This is an optimization exercise on Yosys and OpenROAD, whose aim is small area, not a production implementation.
Where RTL was checked, it was by simulation tests only, not by an equivalence proof against the original.
Power is estimated from default activity; no workload was simulated.

## pianotiles
module pianotiles(
		CLOCK_50,
		reset,
		KEY,
		plot,
		vga_x,
		vga_y,
		vga_colour,
		HEX0,
		HEX1,
		LEDR
		);
	input 			CLOCK_50;
	input			reset;
	input 	[3:0] KEY;
	output			plot;
	output	[8:0]	vga_x;
	output	[7:0]	vga_y;
	output	[2:0]	vga_colour;
	output [6:0] HEX0;
	output [6:0] HEX1;
	output [17:0] LEDR;
	reg [1:0] game_state;
	assign LEDR[1:0] = game_state;
	assign LEDR[3:2] = 2'b00;
	assign LEDR[5:4] = game_state;
	assign LEDR[13:6] = 8'd0;
	assign LEDR[17:14] = KEY;
	assign plot = (game_state == 2'd1);
	reg [3:0] rate;
	wire tick = (rate == 4'd7);
	always @(posedge CLOCK_50)
		if (reset) rate <= 4'd0;
		else rate <= rate + 4'd1;
	reg [8:0] n0;
	reg [5:0] n1;
	always @(posedge CLOCK_50)
		if (reset) begin
			n0 <= 9'h100;
			n1 <= 6'h20;
		end else begin
			n0 <= {n0[7:0], n0[3] ^ n0[8]};
			n1 <= {n1[4:0], n1[5] ^ n1[0]};
		end
	wire [1:0] rnd = {n0[0], n1[0]};
	reg [5:0] f;
	reg [2:0] T;
	reg [1:0] q0, q1, q2, q3, q4, q5;
	reg [5:0] k3, k4, k5;
	reg P, R240;
	reg al;			 
	reg [1:0] jc;
	reg [5:0] oc;
	reg [1:0] ac;
	reg [7:0] score;
	wire new_tile = (f == 6'd51);
	wire [5:0] nf = new_tile ? 6'd1 : f + 6'd1;
	wire [2:0] nT = (new_tile && T != 3'd6) ? T + 3'd1 : T;
	wire [1:0] nq0 = new_tile ? rnd : q0;
  ...
clock: 10.0 ns
lec_check: 0
cap_margin: 20
core_margin: 2
core_utilization: 40
place_density: 0.6
slew_margin: 20
standard.sh (not shown) runs the stock make flow with config.mk's settings and CLKGATE_MAP_FILE= SYNTH_SCRIPT=/design/flow/synth_recipe.tcl, a recipe that flattens the netlist after the stock synthesis.
==> flow/flow/run.sh <==
#!/bin/bash
# Own layout flow: the standard layout (standard.sh) with two changes.
#  - Synthesis is the standard script (synth_recipe.tcl), but its abc step
#    uses an area-oriented ABC script (area.abc) and adders are left to ABC
#    (ADDER_MAP_FILE empty) instead of half/full-adder cells. Registers are
#    mapped before the abc step, exactly as in the standard synthesis.
#  - The port buffers are sky130_fd_sc_hd__buf_1 cells.
#  - Clock tree synthesis takes its arguments from cts_args.
# Each tool writes its full log under orfs/logs/; make's output goes to
# standard.log in the work folder.
set -euo pipefail
here=$(cd "$(dirname "${BASH_SOURCE[0]}")" && pwd)
bash standard.sh \
	SYNTH_SCRIPT="$here/own_synth.tcl" \
	ADDER_MAP_FILE= \
	"BUFFER_PORTS_ARGS=-buffer_cell sky130_fd_sc_hd__buf_1" \
	"CTS_ARGS=$(cat "$here/cts_args")" \
	finish > standard.log 2>&1
==> flow/flow/area.abc <==
strash
&get -n
&deepsyn -T 10
&put
&get -n
&st
&dch -f
&nf -a
&put
topo
==> flow/flow/cts_args <==
-sink_clustering_enable -repair_clock_nets -root_buf sky130_fd_sc_hd__clkbuf_16 -tree_buf sky130_fd_sc_hd__clkbuf_8 -buf_list sky130_fd_sc_hd__clkbuf_8 -dont_use_dummy_load
==> flow/flow/own_synth.tcl <==
# The standard synthesis (synth_recipe.tcl in the work folder) with its abc
# call pointed at area.abc, next to this file.
set own_dir [file dirname [file normalize [info script]]]
proc abc {args} {
  global own_dir
  set i [lsearch -exact $args -script]
  if { $i >= 0 } {
    lset args [expr { $i + 1 }] [file join $own_dir area.abc]
  }
  puts "own_synth: abc $args"
  yosys abc {*}$args
}
source [file join [file dirname $own_dir] synth_recipe.tcl]
The first run produced a clean layout.
==> next run, changes <==
==> flow/flow/cts_args (replaced) <==
-sink_clustering_enable -repair_clock_nets -buf_list sky130_fd_sc_hd__clkbuf_8 -sink_clustering_max_diameter 50 -dont_use_dummy_load
Die area stays the same; cell count does not change; global-route usage rose by 0.17 points; hold slack improves by 5.6 ps; cell area fell by about 1.6%; power fell by 11%; core utilization fell by 0.70 points; sequential power barely changes; wire length is about the same.

* * *

pianotiles, a different RTL version from the one above (not shown whole).
Size: roughly 690 cells after synthesis, ~100 flip-flops, about 59 I/O pins.
Settings: LEC_CHECK=0, CAP_MARGIN=20, CORE_MARGIN=2, CORE_UTILIZATION=40, PLACE_DENSITY=0.6, SLEW_MARGIN=20; clock period 10.0 ns.
==> flow/flow/cts_args <==
-sink_clustering_enable -repair_clock_nets -root_buf sky130_fd_sc_hd__clkbuf_16 -buf_list sky130_fd_sc_hd__clkbuf_8 -dont_use_dummy_load
Scripts as last shown in full above: flow/flow/run.sh, flow/flow/area.abc, flow/flow/own_synth.tcl
==> next run, changes <==
==> flow/flow/cts_args (replaced) <==
-sink_clustering_enable -repair_clock_nets -root_buf sky130_fd_sc_hd__clkbuf_16 -buf_list sky130_fd_sc_hd__clkbuf_4 -dont_use_dummy_load
Outcome:
- The changed run finished with timing, DRC and antenna clean
- sequential power hardly moves
- non-clock buffer count is unchanged
- via count does not change
- clock skew does not change
- global-route usage does not change
- wire length does not change
No functional check of the RTL was part of any run of this note.

* * *

== rev 12 ==
pianotiles, a different RTL version from the one above (not shown whole).
Size in the first run: roughly 580 cells after synthesis, ~92 flip-flops.
Design pianotiles, start of the top module:
module pianotiles(
		CLOCK_50,
		reset,
		KEY,
		plot,
		vga_x,
		vga_y,
		vga_colour,
		HEX0,
		HEX1,
		LEDR
		);
export LEC_CHECK = 0
export CAP_MARGIN = 20
export CORE_MARGIN = 2
export CORE_UTILIZATION = 40
export PLACE_DENSITY = 0.6
export SLEW_MARGIN = 20
create_clock -name core_clock -period 10.0 [get_ports {CLOCK_50}]
==> flow/flow/run.sh <==
#!/bin/bash
# Own layout flow: the standard layout (standard.sh) with two changes.
#  - Synthesis is the standard script (synth_recipe.tcl), but its abc step
#    uses an area-oriented ABC script (area.abc), run with eight seeds of its
#    &deepsyn step keeping the smallest result, and adders are left to ABC
#    (ADDER_MAP_FILE empty) instead of half/full-adder cells. Registers are
#    mapped before the abc step, exactly as in the standard synthesis.
#  - The port buffers are sky130_fd_sc_hd__buf_1 cells.
#  - Clock tree synthesis takes its arguments from cts_args.
# Each tool writes its full log under orfs/logs/; make's output goes to
# standard.log in the work folder.
set -euo pipefail
here=$(cd "$(dirname "${BASH_SOURCE[0]}")" && pwd)
bash standard.sh \
	SYNTH_SCRIPT="$here/own_synth.tcl" \
	ADDER_MAP_FILE= \
	"BUFFER_PORTS_ARGS=-buffer_cell sky130_fd_sc_hd__buf_1" \
	"CTS_ARGS=$(cat "$here/cts_args")" \
	finish > standard.log 2>&1
Other scripts of this flow, unchanged in this note and not shown: flow/flow/area.abc, flow/flow/cts_args, flow/flow/own_synth.tcl
--- input diff rev 12..rev 13 ---
diff --git a/flow/flow/run.sh b/flow/flow/run.sh
--- a/flow/flow/run.sh
+++ b/flow/flow/run.sh
@@ -16,0 +17 @@
+	SKIP_REPAIR_TIE_FANOUT=1 \
Findings:
Rev 13 and rev 12 ended up with nearly the same combinational power. Going from rev 12 to rev 13, routed wire length grew slightly. Comparing rev 13 and rev 12, the higher area of all placed cells without fillers is on rev 12.

separate check: timing with driven ports:
In the flow no input, the clock included, has a driving cell. The finished layouts below were timed again as built, in two steps.
Step 1 (the two cells are an assumption about what drives the block):
set clk [get_ports {CLOCK_50}]
set_driving_cell -lib_cell sky130_fd_sc_hd__clkbuf_16 $clk
set_driving_cell -lib_cell sky130_fd_sc_hd__buf_2 [delete_from_list [all_inputs] $clk]
Step 2, shift: input delay + t, output delay - t, t = (earliest + latest rising clock arrival at the registers) / 2. This alone moves slack from input paths to output paths.
Three values: ideal ports, drivers, drivers and shift; two values: the first two.
run | t (ns) | setup WS [ns] | worst setup path at the end | pins driven straight from the clock port
the first run of note 1 | 0.380 | 4.021 / 4.021 / 4.021 | register to register | 1
the second run of note 1 | 0.411 | 4.032 / 4.032 / 4.032 | register to register | 1
the first run of note 2 | 0.395 | 3.343 / 3.343 / 3.343 | register to register | 1
the second run of note 2 | 0.395 | 3.343 / 3.343 / 3.343 | register to register | 1
rev 12 | 0.399 | 1.849 / 1.849 / 1.849 | register to register | 1
rev 13 | 0.389 | 1.833 / 1.833 / 1.833 | register to register | 1
After both steps every run listed still meets setup and hold.
